What follows belongs to an exercise in optimizing a design on an open flow for small area, a short achievable clock period and few clock cycles per item; a production flow would make more cautious choices.
Where RTL was checked, it was by simulation tests only, not by an equivalence proof against the original.

## run A
==> flow/design.v <==
module SIMON_function
#(	parameter N = 32		)
 (	input logic [N-1:0] in,
	output logic [N-1:0] out	);
always_comb
begin
	out = ({in[N-2:0], in[N-1]} & {in[N-9:0], in[N-1:N-8]}) ^ {in[N-3:0], in[N-1:N-2]};
end
endmodule
module SIMON_round
#(	parameter N = 32		)
 (	input logic [2*N-1:0] block,
	input logic [N-1:0] key,
	output logic [2*N-1:0] out	);
logic [N-1:0] f;
SIMON_function #(N) func(.in(block[2*N-1:N]), .out(f));
always_comb
begin
	out[N-1:0] = block[2*N-1:N];
	out[2*N-1:N] = block[N-1:0] ^ key ^ f;
end
endmodule
module SIMON_keyexpansion
#(	parameter N = 32		)
 (	input logic [N-1:0] far, k1, k3,
	input logic zb,
	output logic [N-1:0] out		);
logic [N-1:0] t;
always_comb
begin
	t = {k1[2:0], k1[N-1:3]} ^ k3;
	t = t ^ {t[0], t[N-1:1]};
	out = ~far ^ t ^ {{(N-1){1'b0}}, zb} ^ 'd3;
end
endmodule
module SIMON_control
#(	parameter N = 32	)
 (	input logic clk, nR,
	input logic newData, newKey,
	input logic enc_dec, readData,
	input logic [2*N-1:0] plain,
	input logic [4*N-1:0] key,
	output logic ldData, ldKey,
	output logic doneData, doneKey,
	output logic [2*N-1:0] cipher	);
localparam logic [61:0] z = 62'b11110000101100111001010001001000000111101001100011010111011011;
localparam int LAST = 21;
typedef enum logic [2:0] {IDLE, S1, S2, KPASS, PASS} state;
state st;
logic [4:0] cnt;
logic hasblk;	 
logic kvalid;	 
logic enc;		 
logic [2*N-1:0] P;
logic [3:0][N-1:0] A, B;
logic last, run, goKey, goData;
assign last = (cnt == LAST);
assign run = (st == KPASS) || (st == PASS);
assign ldKey = (st == IDLE);
assign ldData = doneKey && (st == IDLE) && !doneData;
assign goKey = newKey && ldKey;
assign goData = newData && ldData;
logic [2:0][2*N-1:0] r;
logic [1:0][N-1:0] rk;
assign rk[0] = enc ? A[2] : B[3];
assign rk[1] = enc ? A[3] : B[2];
assign r[0] = P;
genvar g;
generate
	for(g=0; g<2; g++)
	begin : rounds
		SIMON_round #(N) rd(.block(r[g]), .key(rk[g]), .out(r[g+1]));
	end
endgenerate
logic [5:0][N-1:0] af, bb;
logic [1:0] za, zbk;
logic [4:0] cb;
function automatic logic zc(input int i);
	zc = (i >= 0 && i < 62) ? z[i] : 1'b0;
endfunction
assign cb = (st == S1) ? 5'd20 : cnt;
always_comb
	for(int i=0; i<2; i++)
	begin
		za[i] = zc(2*cnt - 2 + i);
		zbk[i] = zc(39 - 2*cb - i);
	end
assign af[3:0] = A;
assign bb[5:2] = B;
generate
	for(g=0; g<2; g++)
	begin : ksteps
		SIMON_keyexpansion #(N) kf(.far(af[g]), .k1(af[g+3]), .k3(af[g+1]), .zb(za[g]), .out(af[g+4]));
		SIMON_keyexpansion #(N) kb(.far(bb[5-g]), .k1(bb[4-g]), .k3(bb[2-g]), .zb(zbk[g]), .out(bb[1-g]));
	end
endgenerate
always_ff @(posedge clk, negedge nR)
begin
	if(~nR)
	begin
		st <= IDLE;
		cnt <= 'b0;
		hasblk <= 1'b0;
		kvalid <= 1'b0;
		enc <= 1'b0;
		doneKey <= 1'b0;
		doneData <= 1'b0;
	end
	else
	begin
		if(doneData && readData)	doneData <= 1'b0;
		unique case(st)
		IDLE:
		begin
			cnt <= 'b0;
			if(goKey)
			begin
				doneKey <= 1'b1;
				kvalid <= 1'b0;
				hasblk <= goData;
				st <= S1;
			end
			else if(goData)
				st <= (!enc_dec && !kvalid) ? KPASS : PASS;
			if(goData)	enc <= enc_dec;
		end
		S1:	st <= S2;
		S2:	st <= !hasblk ? IDLE : (!enc ? KPASS : PASS);
		KPASS, PASS:
		begin
			cnt <= last ? 5'd0 : cnt + 5'd1;
			if(last)
			begin
				kvalid <= 1'b1;
				st <= (st == KPASS) ? PASS : IDLE;
				if(st == PASS)	doneData <= 1'b1;
			end
		end
		default:	st <= IDLE;
		endcase
	end
end
always_ff @(posedge clk)
begin
	if(goData)	P <= enc_dec ? plain : {plain[N-1:0], plain[2*N-1:N]};
	else if(st == PASS)	P <= r[2];
end
assign cipher = enc ? P : {P[N-1:0], P[2*N-1:N]};
always_ff @(posedge clk)
begin
	if(goKey)	B <= key;
	else if(st == S1)	B <= {B[1:0], bb[1:0]};
	else if(run)
	begin
		if(last)	B <= A;
		else if(kvalid)	B <= {B[1:0], bb[1:0]};
	end
end
always_ff @(posedge clk)
begin
	if(st == S2)	A <= B;
	else if(run)
	begin
		if(last)	A <= B;
		else	A <= af[5:2];
	end
end
endmodule
module SIMON_64128
#(	parameter N = 32,
	parameter M = 4		)
 (	input logic clk, nR,
	input logic newData, newKey,
	input logic enc_dec, readData,
	input logic [2*N-1:0] plain,
	input logic [M-1:0][N-1:0] key,
	output logic ldData, ldKey,
	output logic doneData, doneKey,
	output logic [2*N-1:0] cipher	);
SIMON_control #(N) control(.*);
endmodule
make LEC_CHECK=0 CAP_MARGIN=20 CORE_MARGIN=2 CORE_UTILIZATION=40 SETUP_SLACK_MARGIN=3.6 SLEW_MARGIN=20 finish   # period 6.0 ns
run.sh (not shown) runs the stock make flow with config.mk's settings and CLKGATE_MAP_FILE= SYNTH_SCRIPT=/design/flow/synth_recipe.tcl, a recipe that flattens the netlist after the stock synthesis.
Changes in run C relative to run A:
--- a/flow/design.v
+++ b/flow/design.v
@@ -54,13 +54,13 @@
 logic [2*N-1:0] P;
 logic [3:0][N-1:0] A, B;
 logic last, run, goKey, goData;
 assign last = (cnt == LAST);
 assign run = (st == KPASS) || (st == PASS);
 assign ldKey = (st == IDLE);
-assign ldData = doneKey && (st == IDLE) && !doneData;
+assign ldData = doneKey && (st == IDLE) && (!doneData || readData);
 assign goKey = newKey && ldKey;
 assign goData = newData && ldData;
 logic [2:0][2*N-1:0] r;
 logic [1:0][N-1:0] rk;
 assign rk[0] = enc ? A[2] : B[3];
 assign rk[1] = enc ? A[3] : B[2];
Worst-case setup margin in the final layout: run C vs run A up 0.0046 ns
Relative to run A, clock network area share increased by 0.38 points in run C.
Run C vs run A, area of all placed cells without fillers went down by 120 um^2.
~same post-DP HPWL in run A and run C
Wire length of the first global-routing pass (lower): run C
The total routing usage reported by global routing number comes out higher for run A vs run C.
Run C against run A: share of the clock period used by the worst path after layout stayed essentially flat; number of sequential cells in the layout stayed essentially flat.
Run C against run A: via count of the first global-routing pass now sits lower; layout cell share with drive strength beyond 1 now sits lower.
Testbench counts of run C, summed over its fixed seeds: cycles 11,422, blocks 480.
For run A, only the layout was checked, not whether the RTL still works.

== v3 ==
Another version of the RTL of SIMON_64128 (not shown whole).
Size: about 2200 cells after synthesis, about 340 flip-flops, roughly 270 I/O pins.
==> module SIMON_control, before the edit <==
module SIMON_control
#(	parameter N = 32	)
 (	input logic clk, nR,
	input logic newData, newKey,
	input logic enc_dec, readData,
	input logic [2*N-1:0] plain,
	input logic [4*N-1:0] key,
	output logic ldData, ldKey,
	output logic doneData, doneKey,
	output logic [2*N-1:0] cipher	);
localparam logic [61:0] z = 62'b11110000101100111001010001001000000111101001100011010111011011;
localparam int LAST = 21;
logic run;		 
logic [4:0] cnt;	 
logic last;		 
logic par;		 
logic ks1, ks2;	 
logic act;		 
logic pend;		 
logic kvalid;	 
logic enc;		 
logic [2*N-1:0] P;
logic [3:0][N-1:0] A, B;
logic a_fwd;	 
logic b_bwd;	 
logic b_hold;	 
logic p_run;	 
logic p_swap;	 
logic goKey, goData, start;
logic enc_n;
logic run_n, last_n, par_n, ks1_n, ks2_n, act_n, pend_n, kvalid_n;
logic doneKey_n, doneData_n;
logic [4:0] cnt_n;
assign goKey = newKey && ldKey;
assign goData = newData && ldData;
logic [2:0][2*N-1:0] r;
logic [1:0][N-1:0] rk;
assign rk[0] = enc ? A[2] : B[3];
assign rk[1] = enc ? A[3] : B[2];
assign r[0] = P;
genvar g;
generate
	for(g=0; g<2; g++)
	begin : rounds
		SIMON_round #(N) rd(.block(r[g]), .key(rk[g]), .out(r[g+1]));
	end
endgenerate
logic [5:0][N-1:0] af, bb;
logic [1:0] za, zbk;
function automatic logic zc(input int i);
	zc = (i >= 0 && i < 62) ? z[i] : 1'b0;
endfunction
always_comb
	for(int i=0; i<2; i++)
	begin
		za[i] = zc(2*cnt - 2 + i);
		zbk[i] = ks1 ? 1'b0 : zc(39 - 2*cnt - i);
	end
assign af[3:0] = A;
assign bb[5:2] = B;
generate
	for(g=0; g<2; g++)
	begin : ksteps
		SIMON_keyexpansion #(N) kf(.far(af[g]), .k1(af[g+3]), .k3(af[g+1]), .zb(za[g]), .out(af[g+4]));
		SIMON_keyexpansion #(N) kb(.far(bb[5-g]), .k1(bb[4-g]), .k3(bb[2-g]), .zb(zbk[g]), .out(bb[1-g]));
	end
endgenerate
always_comb
begin
	run_n = run;
	cnt_n = cnt;
	par_n = par;
	ks1_n = 1'b0;
	ks2_n = 1'b0;
	act_n = act;
	pend_n = pend;
	kvalid_n = kvalid;
	doneKey_n = doneKey || goKey;
	doneData_n = doneData && !readData;
	start = 1'b0;		 
	if(run)
	begin
		cnt_n = cnt + 5'd1;
		if(last)
		begin
			run_n = 1'b0;
			par_n = 1'b0;
			kvalid_n = 1'b1;
			act_n = 1'b0;
			if(act)	doneData_n = 1'b1;
			start = 1'b1;
		end
	end
	else if(ks1)	ks2_n = 1'b1;
	else if(ks2)
	begin
		par_n = 1'b0;
		start = 1'b1;
	end
	else
	begin
		par_n = !par;
		start = par;
	end
	if(goKey)
	begin
		kvalid_n = 1'b0;
		ks1_n = 1'b1;
		start = 1'b0;
	end
	if(goData)	pend_n = 1'b1;
	if(start && pend_n)
	begin
		run_n = 1'b1;
		cnt_n = 'b0;
		act_n = (goData ? enc_dec : enc) || kvalid_n;
		pend_n = !act_n;
	end
	last_n = run_n && (cnt_n == LAST);
	enc_n = ldData ? enc_dec : enc;
end
always_ff @(posedge clk, negedge nR)
begin
	if(~nR)
	begin
		run <= 1'b0;
		cnt <= 'b0;
		last <= 1'b0;
		par <= 1'b0;
		ks1 <= 1'b0;
		ks2 <= 1'b0;
		act <= 1'b0;
		pend <= 1'b0;
		kvalid <= 1'b0;
		enc <= 1'b0;
		doneKey <= 1'b0;
		doneData <= 1'b0;
		ldKey <= 1'b0;
		ldData <= 1'b0;
		a_fwd <= 1'b0;
		b_bwd <= 1'b0;
		b_hold <= 1'b0;
		p_run <= 1'b0;
		p_swap <= 1'b0;
	end
	else
	begin
		run <= run_n;
		cnt <= cnt_n;
		last <= last_n;
		par <= par_n;
		ks1 <= ks1_n;
		ks2 <= ks2_n;
		act <= act_n;
		pend <= pend_n;
		kvalid <= kvalid_n;
		doneKey <= doneKey_n;
		doneData <= doneData_n;
		ldKey <= !pend_n && !ks1_n && !ks2_n && (!run_n || last_n);
		ldData <= doneKey_n && !doneData_n && !pend_n && !run_n && !ks1_n && (ks2_n || par_n);
		enc <= enc_n;
		a_fwd <= run_n && !last_n;
		b_bwd <= (run_n && !last_n && kvalid_n) || ks1_n;
		b_hold <= (run_n && !last_n && !kvalid_n) || ks2_n;
		p_run <= run_n && act_n;
		p_swap <= last_n && !enc_n;
	end
end
always_ff @(posedge clk)
begin
	if(ldData)	P <= enc_dec ? plain : {plain[N-1:0], plain[2*N-1:N]};
	else if(p_run)	P <= p_swap ? {r[2][N-1:0], r[2][2*N-1:N]} : r[2];
end
assign cipher = P;
always_ff @(posedge clk)
begin
	if(goKey)	B <= key;
	else if(b_bwd)	B <= {B[1:0], bb[1:0]};
	else if(!b_hold)	B <= A;
end
always_ff @(posedge clk)
begin
	if(a_fwd)	A <= af[5:2];
	else	A <= B;
end
endmodule
export LEC_CHECK = 0
export CAP_MARGIN = 20
export CORE_MARGIN = 2
export CORE_UTILIZATION = 40
export SETUP_SLACK_MARGIN = 3.6
export SLEW_MARGIN = 20
create_clock -name core_clock -period 6.0 [get_ports {clk}]
standard.sh (not shown) runs the stock make flow with config.mk's settings and CLKGATE_MAP_FILE= SYNTH_SCRIPT=/design/flow/synth_recipe.tcl, a recipe that flattens the netlist after the stock synthesis.
==> flow/flow/run.sh <==
#!/bin/bash
# The standard layout (standard.sh, unchanged synthesis and steps), except that
# the port buffers placement inserts on every input and output are plain
# buffers (buf_2) instead of the delay cells buffer_ports picks by default;
# timing repair may still resize them.
set -euo pipefail
export BUFFER_PORTS_ARGS="-buffer_cell sky130_fd_sc_hd__buf_2"
bash standard.sh > standard.log 2>&1
diff inputs: v3 => v12
--- a/flow/design.v
+++ b/flow/design.v
@@ -56,13 +56,7 @@
 logic enc;		 
 logic [2*N-1:0] P;
 logic [3:0][N-1:0] A, B;
-logic a_fwd;	 
-logic b_bwd;	 
-logic b_hold;	 
-logic p_run;	 
-logic p_swap;	 
 logic goKey, goData, start;
-logic enc_n;
 logic run_n, last_n, par_n, ks1_n, ks2_n, act_n, pend_n, kvalid_n;
 logic doneKey_n, doneData_n;
 logic [4:0] cnt_n;
@@ -152,7 +146,6 @@
 		pend_n = !act_n;
 	end
 	last_n = run_n && (cnt_n == LAST);
-	enc_n = ldData ? enc_dec : enc;
 end
 always_ff @(posedge clk, negedge nR)
 begin
@@ -172,11 +165,6 @@
 		doneData <= 1'b0;
 		ldKey <= 1'b0;
 		ldData <= 1'b0;
-		a_fwd <= 1'b0;
-		b_bwd <= 1'b0;
-		b_hold <= 1'b0;
-		p_run <= 1'b0;
-		p_swap <= 1'b0;
 	end
 	else
 	begin
@@ -193,29 +181,28 @@
 		doneData <= doneData_n;
 		ldKey <= !pend_n && !ks1_n && !ks2_n && (!run_n || last_n);
 		ldData <= doneKey_n && !doneData_n && !pend_n && !run_n && !ks1_n && (ks2_n || par_n);
-		enc <= enc_n;
-		a_fwd <= run_n && !last_n;
-		b_bwd <= (run_n && !last_n && kvalid_n) || ks1_n;
-		b_hold <= (run_n && !last_n && !kvalid_n) || ks2_n;
-		p_run <= run_n && act_n;
-		p_swap <= last_n && !enc_n;
+		if(ldData)	enc <= enc_dec;
 	end
 end
 always_ff @(posedge clk)
 begin
 	if(ldData)	P <= enc_dec ? plain : {plain[N-1:0], plain[2*N-1:N]};
-	else if(p_run)	P <= p_swap ? {r[2][N-1:0], r[2][2*N-1:N]} : r[2];
+	else if(run && act)	P <= (last && !enc) ? {r[2][N-1:0], r[2][2*N-1:N]} : r[2];
 end
 assign cipher = P;
 always_ff @(posedge clk)
 begin
 	if(goKey)	B <= key;
-	else if(b_bwd)	B <= {B[1:0], bb[1:0]};
-	else if(!b_hold)	B <= A;
+	else if(run && !last)
+	begin
+		if(kvalid)	B <= {B[1:0], bb[1:0]};
+	end
+	else if(ks1)	B <= {B[1:0], bb[1:0]};
+	else if(!ks2)	B <= A;
 end
 always_ff @(posedge clk)
 begin
-	if(a_fwd)	A <= af[5:2];
+	if(run && !last)	A <= af[5:2];
 	else	A <= B;
 end
 endmodule
Count of nets after finishing: v12 higher than v3
v3 vs v12, launch point of the worst path: control.enc vs control.last
The maximum clock frequency of v12 is higher than that of v3.
Data arrival time at the worst-slack endpoint: v12 and v3 compared, lower one is v12
Diff v3 -> v12 | cell area | decrease of 1.3%
Looking at setup slack on the worst flop-to-flop path, v12 sits 60 ps above v3.
Comparing v12 against v3, there is no change at all in count of endpoints failing hold in the final timing report.
Testbench counts of v12, summed over its fixed seeds: cycles 11,866, blocks 480.
No functional check of the RTL was part of v3.

port drivers added, routing unchanged:
How much do the figures lean on ideal ports? The routed layouts below were timed once more, with nothing changed but the port constraints. Step 1 sets driving cells, clkbuf_16 on the clock port and buf_2 on the other inputs (assumed; they add their load-dependent delay and slew). Step 2 also shifts input and output timing later by t, the mid clock arrival at the registers, as if the neighbouring blocks saw the same clock. Slacks: ideal ports / drivers / drivers and shift; pairs: ideal ports / drivers.
run	t (ns)	setup slack, ns	latest minus earliest clock arrival (ns)
run A	0.625	2.818 / 2.759 / 3.070	0.024 / 0.025
run C	0.617	2.822 / 2.765 / 3.078	0.013 / 0.012
v3	0.619	3.449 / 3.449 / 3.000	0.025 / 0.025
v12	0.625	3.514 / 3.497 / 3.076	0.025 / 0.025
After both steps setup and hold are still met in every run listed. For v3, which loses most, drivers alone change the setup slack by 0.000 ns; drivers and shift together by -0.449 ns.
